Context: an optimization exercise on an open-source flow, tuned for small area, a short achievable clock period and few clock cycles. The choices shown serve that exercise and are no tape-out recipe.
At most, simulation tests tie the RTL to the original design; equivalence was not proved.
The clock port is modelled as an ideal driver, which makes a skipped or thinned clock tree look cheaper than it is; a real chip needs a root buffer or a tree.
Power and IR drop assume default switching activity.

job 3046:
==> flow/design.v <==
module LZ77_Encoder(clk,reset,chardata,valid,encode,finish,offset,match_len,char_nxt);
input 				clk;
input 				reset;
input 		[7:0] 	chardata;
output  			valid;
output  			encode;
output  			finish;
output 		[3:0] 	offset;
output 		[2:0] 	match_len;
output 	 	[7:0] 	char_nxt;
reg					valid;
reg					finish;
reg			[3:0]	offset;
reg			[2:0]	match_len;
reg			[3:0]	ch;			 
reg					ch5;		 
reg			[3:0]	H [0:9];	 
reg			[5:0]	E [0:8];	 
reg			[11:0]	lfsr;		 
reg					ended;		 
reg			[2:0]	skip;		 
reg					done;		 
integer 	d, j;
assign encode = valid;
assign char_nxt = {2'b00, ch5, 1'b0, ch};
wire		inrange1 = ~ended | lfsr[0];
always @(posedge clk or posedge reset)
begin
	if (reset)
	begin
		lfsr <= 12'hce2;
		ended <= 1'b0;
		for (d = 0; d < 10; d = d + 1)
			H[d] <= 4'd0;
	end
	else
	begin
		lfsr <= {lfsr[10:0], lfsr[11] ^ lfsr[10]};
		ended <= ended | (lfsr == 12'h800);
		H[0] <= chardata[3:0] ^ 4'd3;
		for (d = 1; d < 10; d = d + 1)
			H[d] <= H[d-1];
	end
end
reg			[8:0]	En;
always @(*)
	for (d = 0; d < 9; d = d + 1)
		En[d] = inrange1 & (H[0] == H[d+1]);
always @(posedge clk)
begin
	for (d = 0; d < 9; d = d + 1)
		E[d] <= {E[d][4:0], En[d]};
end
reg			[7:0]	a [0:8];	 
reg			[7:0]	A;			 
reg			[3:0]	off [1:7];	 
reg			[2:0]	L;
reg			[3:0]	S;
reg			[3:0]	X;			 
wire		[3:0]	C [0:7];	 
reg					last;		 
assign C[7] = chardata[3:0] ^ 4'd3;
assign C[6] = H[0];
assign C[5] = H[1];
assign C[4] = H[2];
assign C[3] = H[3];
assign C[2] = H[4];
assign C[1] = H[5];
assign C[0] = H[6];
always @(*)
begin
	for (d = 0; d < 9; d = d + 1)
	begin
		a[d][0] = 1'b1;
		for (j = 1; j < 7; j = j + 1)
			a[d][j] = a[d][j-1] & E[d][6-j];
		a[d][7] = a[d][6] & En[d];
	end
	for (j = 0; j < 8; j = j + 1)
	begin
		A[j] = 1'b0;
		for (d = 0; d < 9; d = d + 1)
			A[j] = A[j] | a[d][j];
	end
	for (j = 1; j < 8; j = j + 1)
	begin
		off[j] = 4'd0;
		for (d = 0; d < 9; d = d + 1)
			if (a[d][j]) off[j] = d;
	end
	L = 3'd0;
	S = 4'd0;
	X = C[0];
	for (j = 1; j < 8; j = j + 1)
		if (A[j])
		begin
			L = j;
			S = off[j];
			X = C[j];
		end
	last = 1'b0;
	for (j = 0; j < 8; j = j + 1)
		last = last | (lfsr[j] & A[7-j]);
	last = last & ended;
end
wire				lasttok = valid & ch5;		 
wire				emit = (skip == 3'd0) & ~done & ~lasttok;
always @(posedge clk)
begin
	offset <= S;
	match_len <= L;
	ch <= X ^ 4'd3;
	ch5 <= last;
	valid <= emit;
	finish <= done | (lasttok & ended);
end
always @(posedge clk or posedge reset)
begin
	if (reset)
	begin
		skip <= 3'd7;
		done <= 1'b0;
	end
	else
	begin
		skip <= emit ? L : skip - 3'd1;
		done <= done | lasttok;
	end
end
endmodule
export LEC_CHECK = 0
export CAP_MARGIN = 20
export CORE_MARGIN = 2
export CORE_UTILIZATION = 70
export PLACE_DENSITY = 0.85
export SLEW_MARGIN = 20
create_clock -name core_clock -period 10.0 [get_ports {clk}]
standard.sh (not shown) runs the stock make flow with config.mk's settings and CLKGATE_MAP_FILE= SYNTH_SCRIPT=/design/flow/synth_recipe.tcl, a recipe that flattens the netlist after the stock synthesis.
==> flow/flow/run.sh <==
#!/bin/bash
# Own layout flow: the standard flow (standard.sh), with
#  - synthesis by flow/synth.tcl: the standard synthesis script, but ABC
#    maps the logic with an area-oriented script (flow/abc_area.script),
#  - port buffers of buf_2 instead of the default clkdlybuf4s50_1,
#  - a larger setup target for ORFS's timing repair,
#  - a one-level clock tree (flow/cts.tcl) in place of TritonCTS.
# Each step's full output goes to a log file of its own in this folder.
set -euo pipefail
export FLOW_DIR_OWN=$PWD/flow
export OWN_ABC_SCRIPT=$PWD/flow/abc_area.script
export MCT_COLS=${MCT_COLS:-2}
export MCT_ROWS=${MCT_ROWS:-2}
VARS=("SYNTH_SCRIPT=$PWD/flow/synth.tcl" "BUFFER_PORTS_ARGS=-buffer_cell sky130_fd_sc_hd__buf_2" "SETUP_SLACK_MARGIN=7.33")
bash standard.sh "${VARS[@]}" place > flow_place.log 2>&1
bash standard.sh "${VARS[@]}" run RUN_SCRIPT=$PWD/flow/cts.tcl RUN_LOG_NAME_STEM=4_1_cts > flow_cts.log 2>&1
bash standard.sh "${VARS[@]}" finish > flow_finish.log 2>&1
Other scripts of this flow, unchanged in this note and not shown: flow/flow/abc_area.script, flow/flow/clkbuf.tcl, flow/flow/cts.tcl, flow/flow/synth.tcl
[inputs] job 5728 vs job 3046
--- a/flow/design.v
+++ b/flow/design.v
@@ -101,20 +101,19 @@
 	last = 1'b0;
 	for (j = 0; j < 8; j = j + 1)
 		last = last | (lfsr[j] & A[7-j]);
 	last = last & ended;
 end
-wire				lasttok = valid & ch5;		 
-wire				emit = (skip == 3'd0) & ~done & ~lasttok;
+wire				emit = (skip == 3'd0) & ~done;
 always @(posedge clk)
 begin
 	offset <= S;
 	match_len <= L;
 	ch <= X ^ 4'd3;
 	ch5 <= last;
 	valid <= emit;
-	finish <= done | (lasttok & ended);
+	finish <= done;
 end
 always @(posedge clk or posedge reset)
 begin
 	if (reset)
 	begin
@@ -122,9 +121,9 @@
 		done <= 1'b0;
 	end
 	else
 	begin
 		skip <= emit ? L : skip - 3'd1;
-		done <= done | lasttok;
+		done <= done | (emit & last);
 	end
 end
 endmodule
Results
- Detailed-route wire length: job 5728 vs job 3046 down about 7%
- On area after synthesis: job 5728 sits below job 3046.
- The area growth from synthesis to layout number comes out higher for job 3046 vs job 5728.
- Job 5728 vs job 3046, combinational group share of total power went down by 0.8 points.
- Job 3046 → job 5728: die area has remained practically unchanged, starting utilization of the core area +0.20 points, synthesized cell count lost 3.
- Looking at job 3046 and job 5728, the width of the die is a wash.
- Higher met2 usage was reported by job 3046, not job 5728.
- In job 5728 the fraction of area in registers turned out 1.8 points higher than in job 3046.
- Summary — worst-case hold slack, job 5728 relative to job 3046: lower, by 0.0078 ns.
- Fraction of standard cell area in multi-input logic was lower in the run labelled job 5728.
- The power density over the cells number comes out higher for job 5728 vs job 3046.
Testbench counts of job 5728, summed over its fixed seeds: cycles 12,332.
No functional check of the RTL was part of job 3046. No run of this note takes its clock network from TritonCTS; it comes from the design's own scripts or RTL.

## afterwards: timing with drivers on the ports
No port has a modelled driver above. Below, the same layouts with a new extraction and two added sets of constraints.
Step 1: set_driving_cell puts a clkbuf_16 on clk and a buf_2 on each other input, an assumption about the parent block.
Step 2 moves the port delays by t, midway between the first and last clock arrival at a register: inputs arrive t later, outputs are due t later. That takes back most of the time a late clock gives input paths.
Three values: ideal ports, drivers, drivers and shift; two values: the first two.
run	t, ns	slack for setup (ns)	worst setup path after step 2	worst slew at a driven data input, ns
job 3046	0.247	7.349 / 7.268 / 7.398	register to register	0.04
job 5728	0.241	7.387 / 7.309 / 7.408	register to register	0.03
After both steps every run listed still meets setup and hold.
